Source: an optimization exercise on an open RTL-to-GDS flow (aim: small area and a short achievable clock period). Production flows keep margins and buffers that such runs may drop. Where RTL was checked, it was by simulation tests only, not by an equivalence proof against the original. Power is estimated from default activity; no workload was simulated.

==> job 762 <==
## running_average
module running_average #(
  parameter N = 4,
  parameter DATAWIDTH = 32
)(
  input   wire        clk,
  input   wire        reset,
  input   wire [DATAWIDTH -1 : 0] data_i,
  output  wire [DATAWIDTH -1 : 0] average_o
);
==> flow/config.mk <==
export PLATFORM = sky130hd
export DESIGN_NAME = running_average
export DESIGN_NICKNAME = running_average
export VERILOG_FILES = /design/flow/design.v
export SDC_FILE = /design/flow/constraint.sdc
export NUM_CORES = 4
export LEC_CHECK = 0
export CAP_MARGIN = 0
export CORE_MARGIN = 2
export CORE_UTILIZATION = 60
export CTS_BUF_LIST = sky130_fd_sc_hd__clkbuf_4 sky130_fd_sc_hd__clkbuf_8
export SETUP_SLACK_MARGIN = 2.5
export SLEW_MARGIN = 0
export SYNTH_HIERARCHICAL = 1
==> flow/constraint.sdc <==
create_clock -name core_clock -period 7.0 [get_ports {clk}]
set_input_delay 1.4000 -clock core_clock [delete_from_list [all_inputs] [get_ports {clk}]]
set_output_delay 1.4000 -clock core_clock [all_outputs]
set_load 0.01 [all_outputs]
standard.sh (not shown) runs the stock make flow with config.mk's settings and CLKGATE_MAP_FILE= SYNTH_SCRIPT=/design/flow/synth_recipe.tcl, a recipe that flattens the netlist after the stock synthesis.
==> flow/flow/run.sh <==
#!/bin/bash
set -euo pipefail
here=$(pwd)
DU_DEFAULT=$(cat flow/default_dont_use.txt)
DU_BIG=$(cat flow/big_cells.txt)
bash standard.sh DONT_USE_CELLS="$DU_DEFAULT $DU_BIG" synth > "$here/synth.log" 2>&1
args=()
if [[ -f flow/pnr_args.txt ]]; then
  while IFS= read -r line; do
    [[ -n "$line" && "$line" != \#* ]] && args+=("$line")
  done < flow/pnr_args.txt
fi
bash standard.sh "${args[@]}" finish > "$here/pnr.log" 2>&1
Other scripts of this flow, unchanged in this note and not shown: flow/flow/big_cells.txt, flow/flow/default_dont_use.txt, flow/flow/pnr_args.txt
==> inputs of job 4568, as changes to job 762 <==
--- a/flow/config.mk
+++ b/flow/config.mk
@@ -12,3 +12,4 @@
 export SETUP_SLACK_MARGIN = 2.5
 export SLEW_MARGIN = 0
 export SYNTH_HIERARCHICAL = 1
+export TNS_END_PERCENT = 20
==> notes.md <==
Area after synthesis is the same in job 4568 and job 762.
Of job 4568 and job 762, job 762 has the higher utilization (gap 0.17 points).
Against job 4568, the first-iteration DRC count of job 762 is smaller by about 4.5%.
In sequential power, job 4568 and job 762 hardly differ.
Flip-flop and latch count is the same in job 4568 and job 762.
Between job 762 and job 4568, the lower total power is in job 4568 (gap 0.29%, measured against job 4568).
Against job 762, the worst hold slack of job 4568 is lower by 0.00061 ns.
==> figures <==
metric                                                                     job 762                 job 4568
Share of cells above drive strength 1                                        15.5%                    14.9%
DRC violation total after the first TritonRoute iteration                      148                      155
Minimum setup slack in the final design                                    2.57 ns                  2.57 ns
Power share of the combinational group                                       49.7%                    49.6%
Aggregate routed wire length                                         11100 microns            11100 microns
Switching pwr                                                           0.000877 W               0.000874 W
Flop2flop setup slack                                                      3.61 ns                  3.58 ns
Detailed-route wire length per cell                                   14.4 microns             14.4 microns
Power consumed by sequential cells                                      0.000718 W               0.000717 W
Final cycle utilization of the critical path                                 63.2%                    63.3%
Post-route clock skew                                                    0.0105 ns                0.0108 ns
Sw frac                                                                      40.6%                    40.6%
Run status                                                 complete, no violations  complete, no violations
Period minus WS final                                                      4.43 ns                  4.43 ns
Via count of the routed design                                                4123                     4114

---

==> job 933 <==
Another version of the RTL of running_average (not shown whole).
// running_average
module running_average #(
  parameter N = 4,
  parameter DATAWIDTH = 32
)(
  input   wire        clk,
  input   wire        reset,
  input   wire [DATAWIDTH -1 : 0] data_i,
  output  wire [DATAWIDTH -1 : 0] average_o
);
==> flow/config.mk <==
export PLATFORM = sky130hd
export DESIGN_NAME = running_average
export DESIGN_NICKNAME = running_average
export VERILOG_FILES = /design/flow/design.v
export SDC_FILE = /design/flow/constraint.sdc
export NUM_CORES = 4
export LEC_CHECK = 0
export CAP_MARGIN = 0
export CORE_MARGIN = 2
export CORE_UTILIZATION = 60
export CTS_BUF_LIST = sky130_fd_sc_hd__clkbuf_4 sky130_fd_sc_hd__clkbuf_8
export SETUP_SLACK_MARGIN = 2.6
export SLEW_MARGIN = 0
export SYNTH_HIERARCHICAL = 1
==> flow/constraint.sdc <==
create_clock -name core_clock -period 7.0 [get_ports {clk}]
set_input_delay 1.4000 -clock core_clock [delete_from_list [all_inputs] [get_ports {clk}]]
set_output_delay 1.4000 -clock core_clock [all_outputs]
set_load 0.01 [all_outputs]
Scripts as last shown in full above: flow/flow/run.sh
Other scripts of this flow, unchanged in this note and not shown: flow/flow/big_cells.txt, flow/flow/default_dont_use.txt, flow/flow/pnr_args.txt
==> job 1429: changes against job 933 <==
--- a/flow/config.mk
+++ b/flow/config.mk
@@ -9,6 +9,7 @@
 export CORE_MARGIN = 2
 export CORE_UTILIZATION = 60
 export CTS_BUF_LIST = sky130_fd_sc_hd__clkbuf_4 sky130_fd_sc_hd__clkbuf_8
-export SETUP_SLACK_MARGIN = 2.6
+export SETUP_SLACK_MARGIN = 2.5
 export SLEW_MARGIN = 0
 export SYNTH_HIERARCHICAL = 1
+export TNS_END_PERCENT = 20
==> summary of the runs <==
- Job 1429 ran to the end with no violations. Job 933 completed without violations.
- Of job 1429 and job 933, job 1429 has the higher via count (gap 1.4%, measured against job 933).
- Of job 933 and job 1429, job 933 has the higher worst setup slack (gap 0.13 ns).
- In job 933 the design area is higher than in job 1429, by about 4%.
- Of job 933 and job 1429, job 933 has the higher utilization (gap 2.7 points).
- Of job 1429 and job 933, job 933 has the higher clock power (gap about 13%, measured against job 933).
- In critical path depth, job 1429 and job 933 do not differ.
- Between job 1429 and job 933, the lower clock-buffer cell count is in job 1429 (gap 1).
- In synthesized area, job 933 and job 1429 do not differ.
- Against job 1429, the first-iteration DRC count of job 933 is larger by about 20%.
- Against job 1429, the clock skew of job 933 is lower by 0.00079 ns.

---

==> run a <==
running_average, a different RTL version from the one above (not shown whole).
==> flow/config.mk <==
export PLATFORM = sky130hd
export DESIGN_NAME = running_average
export DESIGN_NICKNAME = running_average
export VERILOG_FILES = /design/flow/design.v
export SDC_FILE = /design/flow/constraint.sdc
export NUM_CORES = 4
export LEC_CHECK = 0
export CAP_MARGIN = 0
export CORE_MARGIN = 2
export CORE_UTILIZATION = 60
export CTS_BUF_LIST = sky130_fd_sc_hd__clkbuf_4 sky130_fd_sc_hd__clkbuf_8
export SETUP_SLACK_MARGIN = 2.5
export SLEW_MARGIN = 0
export SYNTH_HIERARCHICAL = 1
==> flow/constraint.sdc <==
create_clock -name core_clock -period 7.0 [get_ports {clk}]
set_input_delay 1.4000 -clock core_clock [delete_from_list [all_inputs] [get_ports {clk}]]
set_output_delay 1.4000 -clock core_clock [all_outputs]
set_load 0.01 [all_outputs]
Scripts as last shown in full above: flow/flow/run.sh
Other scripts of this flow, unchanged in this note and not shown: flow/flow/big_cells.txt, flow/flow/default_dont_use.txt, flow/flow/pnr_args.txt
==> inputs of run b, as changes to run a <==
--- a/flow/design.v
+++ b/flow/design.v
@@ -223,14 +223,10 @@
   wire n221;
   wire n223;
   wire n225;
   wire n227;
   wire n228;
-  wire n107_d1;
-  wire n116_d1;
-  wire n125_d1;
-  wire n125_d2;
   ra_nand2 g1 (.a(a[0]), .b(b[0]), .y(n1));
   ra_nor2 g2 (.a(a[0]), .b(b[0]), .y(n2));
   ra_nand2 g3 (.a(a[1]), .b(b[1]), .y(n3));
   ra_nor2 g4 (.a(a[1]), .b(b[1]), .y(n4));
   ra_nand2 g5 (.a(a[2]), .b(b[2]), .y(n5));
@@ -349,30 +345,30 @@
   ra_inv g118 (.a(n91), .y(n118));
   ra_o21bai g119 (.a1(n118), .a2(n103), .b1n(n90), .y(n119));
   ra_nor2b g120 (.a(n104), .bn(n91), .y(n120));
   ra_aoi21 g121 (.a1(n71), .a2(n107), .b1(n70), .y(n121));
   ra_inv g122 (.a(n96), .y(n122));
-  ra_a21boi g123 (.a1(n122), .a2(n107_d1), .b1n(n95), .y(n123));
+  ra_a21boi g123 (.a1(n122), .a2(n107), .b1n(n95), .y(n123));
   ra_aoi21 g124 (.a1(n110), .a2(n107), .b1(n109), .y(n124));
-  ra_aoi21 g125 (.a1(n112), .a2(n107_d1), .b1(n111), .y(n125));
+  ra_aoi21 g125 (.a1(n112), .a2(n107), .b1(n111), .y(n125));
   ra_aoi21 g126 (.a1(n87), .a2(n116), .b1(n86), .y(n126));
   ra_nand2 g127 (.a(n87), .b(n117), .y(n127));
   ra_inv g128 (.a(n104), .y(n128));
-  ra_a21boi g129 (.a1(n128), .a2(n116_d1), .b1n(n103), .y(n129));
+  ra_a21boi g129 (.a1(n128), .a2(n116), .b1n(n103), .y(n129));
   ra_nor2b g130 (.a(n104), .bn(n117), .y(n130));
   ra_aoi21 g131 (.a1(n120), .a2(n116), .b1(n119), .y(n131));
   ra_nand2 g132 (.a(n120), .b(n117), .y(n132));
   ra_inv g133 (.a(n79), .y(n133));
   ra_o21bai g134 (.a1(n133), .a2(n125), .b1n(n78), .y(n134));
-  ra_oai21 g135 (.a1(n100), .a2(n125_d1), .b1(n99), .y(n135));
+  ra_oai21 g135 (.a1(n100), .a2(n125), .b1(n99), .y(n135));
   ra_inv g136 (.a(n115), .y(n136));
-  ra_o21bai g137 (.a1(n136), .a2(n125_d2), .b1n(n114), .y(n137));
+  ra_o21bai g137 (.a1(n136), .a2(n125), .b1n(n114), .y(n137));
   ra_inv g138 (.a(n117), .y(n138));
-  ra_o21bai g139 (.a1(n138), .a2(n125), .b1n(n116_d1), .y(n139));
-  ra_oai21 g140 (.a1(n127), .a2(n125_d1), .b1(n126), .y(n140));
+  ra_o21bai g139 (.a1(n138), .a2(n125), .b1n(n116), .y(n139));
+  ra_oai21 g140 (.a1(n127), .a2(n125), .b1(n126), .y(n140));
   ra_inv g141 (.a(n130), .y(n141));
-  ra_oai21 g142 (.a1(n141), .a2(n125_d2), .b1(n129), .y(n142));
+  ra_oai21 g142 (.a1(n141), .a2(n125), .b1(n129), .y(n142));
   ra_oai21 g143 (.a1(n132), .a2(n125), .b1(n131), .y(n143));
   ra_inv g144 (.a(n6), .y(n144));
   ra_a21boi g145 (.a1(n144), .a2(n63), .b1n(n5), .y(n145));
   ra_oai21 g146 (.a1(n10), .a2(n92), .b1(n9), .y(n146));
   ra_inv g147 (.a(n14), .y(n147));
@@ -380,11 +376,11 @@
   ra_inv g149 (.a(n18), .y(n149));
   ra_a21boi g150 (.a1(n149), .a2(n107), .b1n(n17), .y(n150));
   ra_oai21 g151 (.a1(n22), .a2(n121), .b1(n21), .y(n151));
   ra_oai21 g152 (.a1(n26), .a2(n123), .b1(n25), .y(n152));
   ra_oai21 g153 (.a1(n30), .a2(n124), .b1(n29), .y(n153));
-  ra_oai21 g154 (.a1(n34), .a2(n125_d1), .b1(n33), .y(n154));
+  ra_oai21 g154 (.a1(n34), .a2(n125), .b1(n33), .y(n154));
   ra_inv g155 (.a(n38), .y(n155));
   ra_a21boi g156 (.a1(n155), .a2(n134), .b1n(n37), .y(n156));
   ra_inv g157 (.a(n42), .y(n157));
   ra_a21boi g158 (.a1(n157), .a2(n135), .b1n(n41), .y(n158));
   ra_inv g159 (.a(n46), .y(n159));
@@ -456,14 +452,10 @@
   ra_nor3b g225 (.a(n62), .b(r), .cn(n61), .y(n225));
   ra_xor2 g226 (.a(n225), .b(n143), .y(y[28]));
   ra_xnor2 g227 (.a(a[31]), .b(b[31]), .y(n227));
   ra_nor2 g228 (.a(n227), .b(r), .y(n228));
   ra_xnor2 g229 (.a(n228), .b(n168), .y(y[29]));
-  ra_oai21 g230 (.a1(n94), .a2(n92), .b1(n93), .y(n107_d1));
-  ra_oai21 g231 (.a1(n102), .a2(n99), .b1(n101), .y(n116_d1));
-  ra_aoi21 g232 (.a1(n112), .a2(n107), .b1(n111), .y(n125_d1));
-  ra_aoi21 g233 (.a1(n112), .a2(n107), .b1(n111), .y(n125_d2));
 endmodule
 module ra_add_nxt (input wire [31:0] a, input wire [31:0] b, input wire [31:0] c, output wire [31:0] y);
   wire [31:0] fs;
   wire [32:0] fc;
   wire hs1;
CORE_UTILIZATION = 50   (was 60)
==> inputs of run c, as changes to run a <==
--- a/flow/design.v
+++ b/flow/design.v
@@ -223,14 +223,10 @@
   wire n221;
   wire n223;
   wire n225;
   wire n227;
   wire n228;
-  wire n107_d1;
-  wire n116_d1;
-  wire n125_d1;
-  wire n125_d2;
   ra_nand2 g1 (.a(a[0]), .b(b[0]), .y(n1));
   ra_nor2 g2 (.a(a[0]), .b(b[0]), .y(n2));
   ra_nand2 g3 (.a(a[1]), .b(b[1]), .y(n3));
   ra_nor2 g4 (.a(a[1]), .b(b[1]), .y(n4));
   ra_nand2 g5 (.a(a[2]), .b(b[2]), .y(n5));
@@ -349,30 +345,30 @@
   ra_inv g118 (.a(n91), .y(n118));
   ra_o21bai g119 (.a1(n118), .a2(n103), .b1n(n90), .y(n119));
   ra_nor2b g120 (.a(n104), .bn(n91), .y(n120));
   ra_aoi21 g121 (.a1(n71), .a2(n107), .b1(n70), .y(n121));
   ra_inv g122 (.a(n96), .y(n122));
-  ra_a21boi g123 (.a1(n122), .a2(n107_d1), .b1n(n95), .y(n123));
+  ra_a21boi g123 (.a1(n122), .a2(n107), .b1n(n95), .y(n123));
   ra_aoi21 g124 (.a1(n110), .a2(n107), .b1(n109), .y(n124));
-  ra_aoi21 g125 (.a1(n112), .a2(n107_d1), .b1(n111), .y(n125));
+  ra_aoi21 g125 (.a1(n112), .a2(n107), .b1(n111), .y(n125));
   ra_aoi21 g126 (.a1(n87), .a2(n116), .b1(n86), .y(n126));
   ra_nand2 g127 (.a(n87), .b(n117), .y(n127));
   ra_inv g128 (.a(n104), .y(n128));
-  ra_a21boi g129 (.a1(n128), .a2(n116_d1), .b1n(n103), .y(n129));
+  ra_a21boi g129 (.a1(n128), .a2(n116), .b1n(n103), .y(n129));
   ra_nor2b g130 (.a(n104), .bn(n117), .y(n130));
   ra_aoi21 g131 (.a1(n120), .a2(n116), .b1(n119), .y(n131));
   ra_nand2 g132 (.a(n120), .b(n117), .y(n132));
   ra_inv g133 (.a(n79), .y(n133));
   ra_o21bai g134 (.a1(n133), .a2(n125), .b1n(n78), .y(n134));
-  ra_oai21 g135 (.a1(n100), .a2(n125_d1), .b1(n99), .y(n135));
+  ra_oai21 g135 (.a1(n100), .a2(n125), .b1(n99), .y(n135));
   ra_inv g136 (.a(n115), .y(n136));
-  ra_o21bai g137 (.a1(n136), .a2(n125_d2), .b1n(n114), .y(n137));
+  ra_o21bai g137 (.a1(n136), .a2(n125), .b1n(n114), .y(n137));
   ra_inv g138 (.a(n117), .y(n138));
-  ra_o21bai g139 (.a1(n138), .a2(n125), .b1n(n116_d1), .y(n139));
-  ra_oai21 g140 (.a1(n127), .a2(n125_d1), .b1(n126), .y(n140));
+  ra_o21bai g139 (.a1(n138), .a2(n125), .b1n(n116), .y(n139));
+  ra_oai21 g140 (.a1(n127), .a2(n125), .b1(n126), .y(n140));
   ra_inv g141 (.a(n130), .y(n141));
-  ra_oai21 g142 (.a1(n141), .a2(n125_d2), .b1(n129), .y(n142));
+  ra_oai21 g142 (.a1(n141), .a2(n125), .b1(n129), .y(n142));
   ra_oai21 g143 (.a1(n132), .a2(n125), .b1(n131), .y(n143));
   ra_inv g144 (.a(n6), .y(n144));
   ra_a21boi g145 (.a1(n144), .a2(n63), .b1n(n5), .y(n145));
   ra_oai21 g146 (.a1(n10), .a2(n92), .b1(n9), .y(n146));
   ra_inv g147 (.a(n14), .y(n147));
@@ -380,11 +376,11 @@
   ra_inv g149 (.a(n18), .y(n149));
   ra_a21boi g150 (.a1(n149), .a2(n107), .b1n(n17), .y(n150));
   ra_oai21 g151 (.a1(n22), .a2(n121), .b1(n21), .y(n151));
   ra_oai21 g152 (.a1(n26), .a2(n123), .b1(n25), .y(n152));
   ra_oai21 g153 (.a1(n30), .a2(n124), .b1(n29), .y(n153));
-  ra_oai21 g154 (.a1(n34), .a2(n125_d1), .b1(n33), .y(n154));
+  ra_oai21 g154 (.a1(n34), .a2(n125), .b1(n33), .y(n154));
   ra_inv g155 (.a(n38), .y(n155));
   ra_a21boi g156 (.a1(n155), .a2(n134), .b1n(n37), .y(n156));
   ra_inv g157 (.a(n42), .y(n157));
   ra_a21boi g158 (.a1(n157), .a2(n135), .b1n(n41), .y(n158));
   ra_inv g159 (.a(n46), .y(n159));
@@ -456,14 +452,10 @@
   ra_nor3b g225 (.a(n62), .b(r), .cn(n61), .y(n225));
   ra_xor2 g226 (.a(n225), .b(n143), .y(y[28]));
   ra_xnor2 g227 (.a(a[31]), .b(b[31]), .y(n227));
   ra_nor2 g228 (.a(n227), .b(r), .y(n228));
   ra_xnor2 g229 (.a(n228), .b(n168), .y(y[29]));
-  ra_oai21 g230 (.a1(n94), .a2(n92), .b1(n93), .y(n107_d1));
-  ra_oai21 g231 (.a1(n102), .a2(n99), .b1(n101), .y(n116_d1));
-  ra_aoi21 g232 (.a1(n112), .a2(n107), .b1(n111), .y(n125_d1));
-  ra_aoi21 g233 (.a1(n112), .a2(n107), .b1(n111), .y(n125_d2));
 endmodule
 module ra_add_nxt (input wire [31:0] a, input wire [31:0] b, input wire [31:0] c, output wire [31:0] y);
   wire [31:0] fs;
   wire [32:0] fc;
   wire hs1;
==> metrics.md <==
| Metric | Value |
|---|---|
| Status | `finished clean` |
| Flop-to-flop setup slack | `roughly 3700 ps` |
| Post-Place Cells | `just over 700` |
| Comb pwr share | `0.498` |
| Data buffer area share | `0.0544` |
| Power Total | `2.26 mW` |
| Cell row count | `37` |
| Slew @ Worst Pin | `roughly 630 ps` |
| Largest cells by area after synthesis | `dfrtp_1 44%, fa_1 12%, ha_1 6.9%` |
| Pint | `1.34 mW` |
Source of the figures above: run b

==> metrics.md <==
| Metric | Value |
|---|---|
| Status | `finished clean` |
| Power Total | `roughly 2.3 mW` |
| Post-Place Cells | `around 690` |
| Data buffer area share | `0.0508` |
| Cell row count | `34` |
| Comb pwr share | `0.508` |
| Flop-to-flop setup slack | `between 3000 and 4000 ps` |
| Slew @ Worst Pin | `a little over 700 ps` |
| Largest cells by area after synthesis | `dfrtp_1 44%, fa_1 12%, ha_1 6.9%` |
| Pint | `~1.3 mW` |
Source of the figures above: run a

==> metrics.md <==
| Metric | Value |
|---|---|
| Status | `finished clean` |
| Data buffer area share | `0.0571` |
| Comb pwr share | `0.511` |
| Pint | `approximately 1.3 mW` |
| Cts repair resizes | `13` |
| Flop-to-flop setup slack | `3650 ps` |
| Post-Place Cells | `684` |
| Power Total | `~2.2 mW` |
| Slew @ Worst Pin | `roughly 640 ps` |
| Largest cells by area after synthesis | `dfrtp_1 44%, fa_1 12%, ha_1 6.9%` |
| Cell row count | `34` |
Source of the figures above: run c

The RTL of run a was laid out without a check of its function.

afterwards: timing with drivers on the ports:
The results above use ideal ports. As a check the final layouts listed here were re-extracted and re-timed, cells and wires unchanged.
Step 1: set_driving_cell puts a clkbuf_16 on clk and a buf_2 on each other input, an assumption about the parent block.
Step 2 moves the port delays by t, midway between the first and last clock arrival at a register: inputs arrive t later, outputs are due t later. That takes back most of the time a late clock gives input paths.
Slacks: ideal ports / drivers / drivers and shift; pairs: ideal ports / drivers.
run	shift t [ns]	setup slack, ns	hold slack, ns	worst setup path at the end	clock arrival spread, ns
job 762	0.380	2.573 / 2.553 / 2.433	0.410 / 0.410 / 0.410	input to register	0.011 / 0.011
job 4568	0.380	2.571 / 2.550 / 2.402	0.409 / 0.409 / 0.409	input to register	0.011 / 0.011
job 933	0.382	2.637 / 2.601 / 2.457	0.405 / 0.405 / 0.405	input to register	0.010 / 0.010
job 1429	0.397	2.503 / 2.481 / 2.468	0.414 / 0.414 / 0.414	input to register	0.011 / 0.011
run a	0.385	2.544 / 2.517 / 2.478	0.413 / 0.413 / 0.413	input to register	0.011 / 0.010
run b	0.386	2.554 / 2.533 / 2.533	0.405 / 0.405 / 0.405	input to output	0.009 / 0.009
run c	0.397	2.534 / 2.510 / 2.470	0.414 / 0.414 / 0.414	input to register	0.011 / 0.011
After both steps setup and hold are still met in every run listed. The setup slack of job 933, which loses most, moves by -0.036 ns with the drivers and by -0.180 ns with both steps.
